What follows belongs to an exercise in optimizing a design on an open flow for small area; a production flow would make more cautious choices.
Only simulation tests tie the RTL to the original design; equivalence was not proved.
Power is estimated from default activity; no workload was simulated.

== job 101 ==
// fp_add
module fp_add (
    input  var logic        clk,
    input  var logic        rst,
    input  var logic        valid_i,
    input  var logic [31:0] num_a_i,
    input  var logic [31:0] num_b_i,
    output var logic [31:0] num_o,
    output var logic        valid_o
);
For scale: roughly 960 cells after synthesis.
==> flow/config.mk <==
export PLATFORM = sky130hd
export DESIGN_NAME = fp_add
export DESIGN_NICKNAME = fp_add
export VERILOG_FILES = /design/flow/design.v
export SDC_FILE = /design/flow/constraint.sdc
export NUM_CORES = 4
export LEC_CHECK = 0
export ABC_AREA = 0
export CAP_MARGIN = 20
export CORE_MARGIN = 2
export CORE_UTILIZATION = 40
export CTS_BUF_LIST = sky130_fd_sc_hd__clkbuf_8
export SLEW_MARGIN = 20
==> flow/constraint.sdc <==
create_clock -name core_clock -period 4.7 [get_ports {clk}]
set_input_delay 0.9400 -clock core_clock [delete_from_list [all_inputs] [get_ports {clk}]]
set_output_delay 0.9400 -clock core_clock [all_outputs]
set_load 0.01 [all_outputs]
standard.sh (not shown) runs the stock make flow with config.mk's settings and CLKGATE_MAP_FILE= SYNTH_SCRIPT=/design/flow/synth_recipe.tcl, a recipe that flattens the netlist after the stock synthesis.
==> flow/flow/run.sh <==
#!/bin/bash
# Layout flow: the standard synthesis, then the combinational logic is
# re-mapped by ABC with an area-recovering script (flip-flops are kept as
# blackboxes, so every register keeps its name and cell), then the standard
# ORFS layout with plain buf_1 cells as the port buffers.
set -euo pipefail
here=$(pwd)
res=$here/orfs/results/$FLOW_PLATFORM/fp_add/base
log=$here/orfs/logs/$FLOW_PLATFORM/fp_add/base
lib=$FLOW_HOME/platforms/$FLOW_PLATFORM/lib/sky130_fd_sc_hd__tt_025C_1v80.lib

bash standard.sh synth > standard_synth.log 2>&1

# the same don't-use list the standard synthesis gave abc
dont_use=$(grep -o -- '-dont_use [A-Za-z0-9_]*' $log/1_2_yosys.log | sort -u | tr '\n' ' ')
cp $res/1_2_yosys.v $here/standard_1_2_yosys.v
cat > $here/remap.ys <<EOT
read_liberty -ignore_miss_func $lib
read_verilog $here/standard_1_2_yosys.v
hierarchy -top $FLOW_TOP
blackbox sky130_fd_sc_hd__df* sky130_fd_sc_hd__dl* sky130_fd_sc_hd__sdf* sky130_fd_sc_hd__edf*
flatten
opt_clean
techmap
opt -fast
abc -script $here/flow/remap.abc -liberty $lib $dont_use
opt_clean -purge
stat -liberty $lib
write_verilog -noattr -noexpr -nohex -nodec $res/1_2_yosys.v
EOT
yosys -l $here/remap.log -q $here/remap.ys > /dev/null 2>&1
rm -f $res/1_synth.odb $res/1_synth.sdc

export BUFFER_PORTS_ARGS="-buffer_cell sky130_fd_sc_hd__buf_1"
bash standard.sh > standard_finish.log 2>&1
==> flow/flow/remap.abc <==
&get -n
&st
&dch -f
&nf -p {D}
&put
buffer -c
topo
upsize -c
dnsize -c
Job 101 did not stop at any stage, and its layout met the timing, DRC and antenna checks.
Modified inputs, job 102 compared to job 101
- ABC_AREA now 1, was 0
==> summary.txt <==
Job 101 and job 102 all finish clean. [job 102] number of non-filler instances in the completed layout fell 73 relative to job 101. Critical path depth | job 102 above job 101. Per the comparison of job 102 with job 101, maximum vdd drop now larger, via count now smaller, starting density of the core now larger, net total in the final layout now smaller. Portion of total power attributed to sequential cells (job 102 over job 101): increase, 0.8 points. Job 102 — data-path buffer share of cell area in the final layout 0.55 points higher, job 101 as reference. Relative to job 101, the finished layout cell area measured on job 102 has decreased by a few percent. In job 102 the final clock period utilization by the worst path turned out 1.1 points lower than in job 101.
Inputs modified between job 102 and job 103:
==> flow/flow/remap.abc <==
&get -n
&st
&dch
&nf -p {D}
&put
buffer -c
topo
upsize -c
dnsize -c
## What came out
Job 103 went all the way through synthesis, placement and routing and the layout is clean on timing, DRC and antenna.
Compared with job 102, in job 103 total of plain and repair buffers excluding clock buffers increased 5.7%; total power consumption of the routed design increased about 5%; via count of the first global-routing pass increased 78; minimum hold slack increased 0.0075 ns; worst-case setup margin in the final layout decreased 0.10 ns.
Comparing job 102 and job 103, the higher minimum setup slack after placement is on job 103.
Route | job 103 vs job 102 | wire longer in job 103
Job 103 vs. job 102: first-pass GRT wire length saw an increase; met2 track demand over resource picked up an extra 1.2 points; net count of the mapped netlist +10; utilization went up by 0.51 points.
Launch point of the worst path: r_p2[3] -> job 103, r_p2[2] -> job 102
Relative to job 103, the following input files were edited for job 104:
- CTS_BUF_LIST changed from sky130_fd_sc_hd__clkbuf_8 to sky130_fd_sc_hd__clkbuf_4 sky130_fd_sc_hd__clkbuf_8
==> flow/flow/remap.abc <==
&get -n
&st
&dch -f
&nf -p {D}
&put
buffer -c
topo
upsize -c
dnsize -c
--- outcome ---
Job 103 and job 104 all finish clean. Overall routing resource usage in job 104 is 0.18 points lower than in job 103. Job 103 -> job 104: routed wire length decreased slightly. Clock power share: job 104 vs job 103 up 0.6 points. Comparing job 103 against job 104, there is no change at all in count of buffers inserted at the top-level ports. On clock-buffer cell count: between job 103 and job 104, it ends up higher for job 104. | overall power | job 104 vs job 103 | better |. Critical path depth in job 104 vs job 103: up 1. Job 104 gives less count of TritonRoute iterations in the first routing pass than job 103 did. Of job 103 and job 104, job 104 shows the lower proportion of final cell area spent on non-clock buffers, with job 103 above it. Post-synthesis to final-layout area growth in job 104 is 0.82 points below job 103. Final worst slack: job 103 and job 104 compared, lower one is job 103.

==> port drivers added, routing unchanged <==
The flow's constraints put no driver on any port. The routed layouts listed below were extracted and timed again, unchanged, in two steps. Step 1 (the two cells are an assumption about what drives the block):
set clk [get_ports {clk}]
set_driving_cell -lib_cell sky130_fd_sc_hd__clkbuf_16 $clk
set_driving_cell -lib_cell sky130_fd_sc_hd__buf_2 [delete_from_list [all_inputs] $clk]
Step 2 also shifts input and output timing later by t, the mid clock arrival at the registers, as if the neighbouring blocks saw the same clock. Three values: ideal, step 1, step 2; two values: the first two.
run	t, ns	setup slack, ns	worst setup path at the end	worst register clock-pin slew, ns
job 101	0.398	0.340 / 0.306 / 0.275	input to register	0.10 / 0.10
job 102	0.403	0.391 / 0.357 / 0.070	input to register	0.10 / 0.10
job 103	0.405	0.290 / 0.252 / 0.212	input to register	0.10 / 0.10
job 104	0.400	0.396 / 0.362 / 0.068	input to register	0.10 / 0.10
After both steps every run listed still meets setup and hold. For job 104, which loses most, drivers alone change the setup slack by -0.034 ns; drivers and shift together by -0.328 ns.
